This design comes from an exercise in tuning for small area on the open sky130 flow, not from production work. In this exercise RTL edits were held to simulation tests only and were not proved equivalent to the original. No activity file was given, so power comes from the tool's default toggle rates.

== v57 ==
==> flow/design.v (excerpt) <==
module vibrometer_tracker
(
    input  wire                             clk,
    input  wire                             aresetn,
    input  wire [4:0]                       log_count_extremum,
    input  wire [2:0]                       shift_extremum,
    input  wire [4:0]                       log_scale,
    input  wire                             filter_enable,
    input  wire [4:0]                       log_throttle,
    input  wire [31:0]                      raw_tdata,
    output wire [15:0]                      lower_threshold,
    output wire [15:0]                      upper_threshold,
    output wire [31:0]                      position_tdata,
    output wire                             filter_tvalid,
    output wire [31:0]                      filter_tdata
);
    wire                                    deny, pass_;
    axis_extremum_finder axis_extremum_finder (
        .aclk               (clk),
        .aresetn            (aresetn),
        .log_count          (log_count_extremum),
        .shift              (shift_extremum),
        .lower_threshold    (lower_threshold),
        .upper_threshold    (upper_threshold),
        .signal_a           (raw_tdata[15:0])
    );
    axis_position_tracker axis_position_tracker (
        .aclk               (clk),
        .aresetn            (aresetn),
        .lower_threshold    (lower_threshold),
        .upper_threshold    (upper_threshold),
        .log_scale          (log_scale),
        .signal_a           (raw_tdata[15:0]),
        .signal_b           (raw_tdata[31:16]),
        .position           (position_tdata)
    );
    axis_throttler axis_throttler (
        .aclk               (clk),
        .aresetn            (aresetn),
        .log_throttle       (log_throttle),
        .deny               (deny),
        .pass_              (pass_)
    );
  ...
export LEC_CHECK = 0
export CAP_MARGIN = 20
export CORE_MARGIN = 2
export CORE_UTILIZATION = 40
export SLEW_MARGIN = 20
create_clock -name core_clock -period 8.0 [get_ports {clk}]
standard.sh (not shown) runs the stock make flow with config.mk's settings and CLKGATE_MAP_FILE= SYNTH_SCRIPT=/design/flow/synth_recipe.tcl, a recipe that flattens the netlist after the stock synthesis.
==> flow/flow/run.sh <==
#!/bin/bash
# Standard layout (the standard.sh) with these changes:
#  - synthesis maps the logic with the ABC script flow/abc_map.script (area-oriented) and
#    leaves adders to ABC instead of extracting full/half adder cells (ADDER_MAP_FILE
#    empty); the Yosys script is otherwise the standard one, so the registers, their
#    names and their cells are unchanged
#  - port buffers use the smallest plain buffer instead of the default pick
#  - clock tree synthesis inserts no dummy loads and clusters up to 16 sinks per buffer
set -euo pipefail
W=$PWD
rm -rf "$W/scripts_abc"
cp -r "$FLOW_HOME/scripts" "$W/scripts_abc"
cp "$W/flow/abc_map.script" "$W/scripts_abc/abc_speed.script"
export BUFFER_PORTS_ARGS="-buffer_cell sky130_fd_sc_hd__buf_1"
export CTS_ARGS="-sink_clustering_enable -repair_clock_nets -dont_use_dummy_load -sink_clustering_size 16 -sink_clustering_max_diameter 80 -buf_list {sky130_fd_sc_hd__clkbuf_8}"
bash standard.sh SCRIPTS_DIR="$W/scripts_abc" ADDER_MAP_FILE= synth > synth_flow.log 2>&1
bash standard.sh finish > standard_flow.log 2>&1
==> flow/flow/abc_map.script <==
strash
dc2
dch
map -a
mfs2 -a
strash
dc2
dch
map -a
mfs2 -a
strash
dch
map -D 6000
topo
stime -c
upsize -c
dnsize -c
## Diff of input files: v6 against v57
# v57
export LEC_CHECK = 0
export CAP_MARGIN = 20
export CORE_MARGIN = 2
export CORE_UTILIZATION = 40
export SLEW_MARGIN = 20
create_clock -name core_clock -period 8.0 [get_ports {clk}]
# v6
export LEC_CHECK = 0
export CAP_MARGIN = 20
export CORE_MARGIN = 2
export CORE_UTILIZATION = 65
export SLEW_MARGIN = 20
create_clock -name core_clock -period 8.0 [get_ports {clk}]
==> flow/flow/abc_map.script <==
strash
dc2
dch
map -a
mfs2 -a
strash
dc2
dch
map -a
mfs2 -a
strash
dch
map -D 5500
topo
stime -c
upsize -c
dnsize -c
--- outcome ---
Run comparison: v6 highest-delay cell along the critical path xor2_1; v57 highest-delay cell along the critical path dfxtp_1
Compared with v57, v6 shows a die height that is about 20% lower.
The run showing the greater register-to-register slack is v6.
Final standard cell utilization of the core, v6 and v57, lower one = v57.
[compare] base=v57 new=v6: fraction of area in registers rose by 0.63 points; fraction of met3 tracks used by global routing stayed essentially flat; final area fell by 540 um^2.
Relative to v57, wire length has decreased by 1.6% in v6.
Worst hold slack (v6 over v57): increase, 0.0051 ns
Setup changes, v6 to v37
# v6
export LEC_CHECK = 0
export CAP_MARGIN = 20
export CORE_MARGIN = 2
export CORE_UTILIZATION = 65
export SLEW_MARGIN = 20
create_clock -name core_clock -period 8.0 [get_ports {clk}]
# v37
export LEC_CHECK = 0
export CAP_MARGIN = 20
export CORE_MARGIN = 2
export CORE_UTILIZATION = 40
export SLEW_MARGIN = 20
create_clock -name core_clock -period 8.0 [get_ports {clk}]
==> flow/flow/abc_map.script <==
strash
dc2
dch
map -a
mfs2 -a
strash
dch
map -D 6000
topo
stime -c
buffer -c
upsize -c
dnsize -c
Results
From v6 to v37 the numbers moved as follows: share of the clock period used by the worst path increased 1.3 points, cell count increased about 9%, number of inserted diodes decreased 1, fraction of layout instances using a drive strength above 1 increased 2.0 points. Re final area: v6 was lower than v37. Against v6, v37 comes in 0.0039 ns lower on worst hold slack. Against v6, v37 comes in about 12% lower on combinational power. Delta (v37 minus v6): die area shows an increase of 25000 um^2; final critical path time including I/O delays and setup shows an increase of 0.10 ns.
The following lists how v9 was set up differently from v37:
==> flow/flow/abc_map.script <==
strash
dc2
dch
map -a
mfs2 -a
strash
dch
map
topo
stime -c
buffer -c
upsize -c
dnsize -c
[summary]
v9 vs. v37: filler-free cell count of the finished design higher; sequential fraction of total cell area saw a decrease. From v37 to v9 the numbers moved as follows: minimum setup slack in the final design higher; multiplexer share of the synthesized area roughly the same; final wirelength went up; hold slack comparable. Total power of v9 is on par with v37. In v9 relative to v37, average size of a mapped cell had gone down by a few percent. Min simple-gate area share of the yosys netlist across v9 and v37: v37. v9 has area growth from synthesis to layout below what v37 had.
[inputs] v53 vs v9
diff --git a/flow/flow/run.sh b/flow/flow/run.sh
--- a/flow/flow/run.sh
+++ b/flow/flow/run.sh
@@ -7,4 +7,5 @@
 #  - port buffers use the smallest plain buffer instead of the default pick
 #  - clock tree synthesis inserts no dummy loads and clusters up to 16 sinks per buffer
+#  - after global routing, repair_timing -recover_power downsizes cells off the critical paths
 set -euo pipefail
 W=$PWD
@@ -13,4 +14,5 @@
 cp "$W/flow/abc_map.script" "$W/scripts_abc/abc_speed.script"
 export BUFFER_PORTS_ARGS="-buffer_cell sky130_fd_sc_hd__buf_1"
+export RECOVER_POWER=100
 export CTS_ARGS="-sink_clustering_enable -repair_clock_nets -dont_use_dummy_load -sink_clustering_size 16 -sink_clustering_max_diameter 80 -buf_list {sky130_fd_sc_hd__clkbuf_8}"
 bash standard.sh SCRIPTS_DIR="$W/scripts_abc" ADDER_MAP_FILE= synth > synth_flow.log 2>&1
==> flow/flow/abc_map.script <==
strash
dc2
dch
map -a
mfs2 -a
strash
dch
map -D 6000
topo
stime -c
buffer -c
upsize -c
dnsize -c
==> comparison <==
- Status | v9 and v53 | clean except v53
- Diff v9 -> v53: layout multi-input combinational cell count shrank by 244; worst slack at placement now smaller.
- Status: met1 usage in global routing parity (v53, v9)
- Measured against v53, the global-route wire length before repair of v9 comes out at 1.12 times the reference value.
- v53 reports a lower aggregate routed wire length than v9 does.
- Summary of the comparison: core area is lower in v53, relative to v9.
--- input diff v53..v36 ---
# v53
export LEC_CHECK = 0
export CAP_MARGIN = 20
export CORE_MARGIN = 2
export CORE_UTILIZATION = 40
export SLEW_MARGIN = 20
create_clock -name core_clock -period 8.0 [get_ports {clk}]
# v36
export LEC_CHECK = 0
export CAP_MARGIN = 20
export CORE_MARGIN = 2
export CORE_UTILIZATION = 65
export SLEW_MARGIN = 20
create_clock -name core_clock -period 8.0 [get_ports {clk}]
diff --git a/flow/flow/run.sh b/flow/flow/run.sh
--- a/flow/flow/run.sh
+++ b/flow/flow/run.sh
@@ -7,5 +7,4 @@
 #  - port buffers use the smallest plain buffer instead of the default pick
 #  - clock tree synthesis inserts no dummy loads and clusters up to 16 sinks per buffer
-#  - after global routing, repair_timing -recover_power downsizes cells off the critical paths
 set -euo pipefail
 W=$PWD
@@ -14,5 +13,4 @@
 cp "$W/flow/abc_map.script" "$W/scripts_abc/abc_speed.script"
 export BUFFER_PORTS_ARGS="-buffer_cell sky130_fd_sc_hd__buf_1"
-export RECOVER_POWER=100
 export CTS_ARGS="-sink_clustering_enable -repair_clock_nets -dont_use_dummy_load -sink_clustering_size 16 -sink_clustering_max_diameter 80 -buf_list {sky130_fd_sc_hd__clkbuf_8}"
 bash standard.sh SCRIPTS_DIR="$W/scripts_abc" ADDER_MAP_FILE= synth > synth_flow.log 2>&1
==> flow/flow/abc_map.script <==
strash
dc2
dch
map -a
mfs2 -a
strash
dc2
dch
map -a
mfs2 -a
strash
dch
map -D 6000
topo
stime -c
buffer -c
upsize -c
dnsize -c
[summary]
Among v53 and v36, a clean, completed layout was produced by v36 alone. Complete run, failing final checks: v53, reason capacitance limit, slew limit. Mean routed wirelength per cell in v36 is 6.2% above v53. Time the final worst path needs with I/O delays and setup (higher): v36. Delta (v36 minus v53): count of non-CTS buffers in the layout went up by 6, number of buffers created by CTS went down by 12%, post-synthesis share of cell area spent on xor and xnor gates was more or less identical, area inside the core boundary went down by about 40%. v36 vs. v53: cell row count went down by 20. v36 has less setup slack than v53. v36 reports a lower clock-cell share of area than v53 does.

Setup of job 4165:
Starting RTL as in the previous note.
export LEC_CHECK = 0
export CAP_MARGIN = 20
export CORE_MARGIN = 2
export CORE_UTILIZATION = 65
export SLEW_MARGIN = 20
create_clock -name core_clock -period 8.0 [get_ports {clk}]
==> flow/flow/run.sh <==
#!/bin/bash
# Standard layout (the standard.sh) with these changes:
#  - synthesis maps the logic with the ABC script flow/abc_map.script (area-oriented) and
#    leaves adders to ABC instead of extracting full/half adder cells (ADDER_MAP_FILE
#    empty); the Yosys script is otherwise the standard one, so the registers, their
#    names and their cells are unchanged
#  - port buffers use the smallest plain buffer instead of the default pick
#  - clock tree synthesis inserts no dummy loads and clusters up to 16 sinks per buffer
set -euo pipefail
W=$PWD
rm -rf "$W/scripts_abc"
cp -r "$FLOW_HOME/scripts" "$W/scripts_abc"
cp "$W/flow/abc_map.script" "$W/scripts_abc/abc_speed.script"
export BUFFER_PORTS_ARGS="-buffer_cell sky130_fd_sc_hd__buf_1"
export CTS_ARGS="-sink_clustering_enable -repair_clock_nets -dont_use_dummy_load -sink_clustering_size 16 -sink_clustering_max_diameter 80 -buf_list {sky130_fd_sc_hd__clkbuf_8}"
bash standard.sh SCRIPTS_DIR="$W/scripts_abc" ADDER_MAP_FILE= synth > synth_flow.log 2>&1
bash standard.sh finish > standard_flow.log 2>&1
==> flow/flow/abc_map.script <==
strash
dc2
dch
map -a
mfs2 -a
strash
dc2
dch
map -a
mfs2 -a
strash
dch
map -D 5500
topo
stime -c
buffer -c
upsize -c
dnsize -c
Here is what was changed in the inputs of job 3242 compared with job 4165.
# job 4165
export LEC_CHECK = 0
export CAP_MARGIN = 20
export CORE_MARGIN = 2
export CORE_UTILIZATION = 65
export SLEW_MARGIN = 20
create_clock -name core_clock -period 8.0 [get_ports {clk}]
# job 3242
export LEC_CHECK = 0
export CAP_MARGIN = 20
export CORE_MARGIN = 2
export CORE_UTILIZATION = 40
export SLEW_MARGIN = 20
create_clock -name core_clock -period 8.0 [get_ports {clk}]
--- a/flow/flow/abc_map.script
+++ b/flow/flow/abc_map.script
@@ -11,5 +11,9 @@
 strash
 dch
-map -D 5500
+map -D 6000
+mfs2
+strash
+dch
+map -D 6000
 topo
 stime -c
Job 4165 vs job 3242, capture point of the worst path: axis_extremum_finder.lower_threshold[15] vs axis_differentiator.part[30]. Job 3242 vs job 4165 — data arrival time of the worst path rose 480 ps. Compared with job 4165, job 3242 shows largest net degree at the start of global routing lower by 32%. Job 4165 ended up with axis_extremum_finder.tmp_max[0] as its origin of the worst setup path; job 3242 ended up with axis_differentiator.x3[0]. Job 3242: critical path required time higher than job 4165. Job 3242 vs. job 4165: number of standard-cell rows in the floorplan went up by 19.
The following lists how job 2297 was set up differently from job 3242:
==> flow/flow/abc_map.script <==
strash
dc2
dch
map -a
mfs2 -a
strash
dch
map -a
topo
stime -c
buffer -c
upsize -c
dnsize -c
Results
STATUS run=job 2297 STAGES=ALL_DONE FINAL_CHECKS=FAILED CAUSE=setup timing
Job 3242 ran to completion and came out clean on the timing, DRC and antenna checks.
Sequential share of layout area: job 2297 lower than job 3242
Diff job 3242 -> job 2297 | worst hold slack | increase of 8.2 ps
The final area in job 2297 sits about 8% above the value recorded for job 3242.
On combinational share of power: job 2297 sits above job 3242.
Job 2297: number of clock buffers in the layout is 3.3% higher than what job 3242 reported.
Row clock latency at the later pin of the worst-skew pair: job 2297 lower / job 3242 higher
Job 3242 has a lower multi-input combinational cell count than job 2297.
Job 3242 → job 2297: number of unique standard cell types used by synthesis fell 6.8%; final setup TNS fell 580 ps; total number of vias rose about 5.4%.
## Diff of input files: job 8338 against job 2297
==> flow/flow/abc_map.script <==
strash
dc2
dch -f
map -a
mfs2 -a
strash
dc2
dch -f
map -a
mfs2 -a
strash
dch
map -D 6000
topo
stime -c
buffer -c
upsize -c
dnsize -c
==> comparison <==
Job 8338 finished every stage and its layout cleared the timing, DRC and antenna checks.
Although it ran to completion, job 2297 produced a layout that fails the final checks because of setup timing.
Diff job 2297 and job 8338: area fraction of clock buffers and clock inverters higher in job 8338
[job 8338 vs job 2297] relative contribution of sequential cells to total power: higher in job 8338
As far as worst clock skew on the final layout is concerned, job 8338 and job 2297 perform about the same.

afterwards: timing with drivers on the ports:
No port has a modelled driver above. Below, the same layouts with a new extraction and two added sets of constraints. Step 1 (the two cells are an assumption about what drives the block):
set clk [get_ports {clk}]
set_driving_cell -lib_cell sky130_fd_sc_hd__clkbuf_16 $clk
set_driving_cell -lib_cell sky130_fd_sc_hd__buf_2 [delete_from_list [all_inputs] $clk]
Step 2 adds t to the input delays and takes it off the output delays; t is the mean of the earliest and latest rising clock arrival at the registers after step 1. Input paths then give back, and output paths get back, about the clock's delay inside the block. Three values: no drivers, after step 1, after step 2; two values: the first two.
run	t, ns	setup slack, ns	worst setup path after step 2	latest minus earliest clock arrival (ns)	cell pins on the clock port's net
v57	0.710	0.692 / 0.692 / 0.469	input to register	0.043 / 0.043	1
v6	0.698	0.870 / 0.870 / 0.483	input to register	0.056 / 0.055	1
v37	0.646	0.770 / 0.770 / 0.459	input to register	0.082 / 0.082	1
v9	0.670	1.159 / 1.159 / 1.159	register to register	0.053 / 0.054	1
v53	0.647	0.766 / 0.766 / 0.463	input to register	0.082 / 0.083	1
v36	0.685	0.480 / 0.480 / 0.382	input to register	0.086 / 0.085	1
job 4165	0.697	0.840 / 0.840 / 0.717	input to register	0.079 / 0.079	1
job 3242	0.730	0.382 / 0.382 / 0.112	input to register	0.069 / 0.069	1
job 2297	0.708	-0.221 / -0.221 / -0.221	register to register	0.063 / 0.063	1
job 8338	0.720	0.726 / 0.726 / 0.550	input to register	0.052 / 0.052	1
The setup slack of v6, which loses most, moves by 0.000 ns with the drivers and by -0.387 ns with both steps.
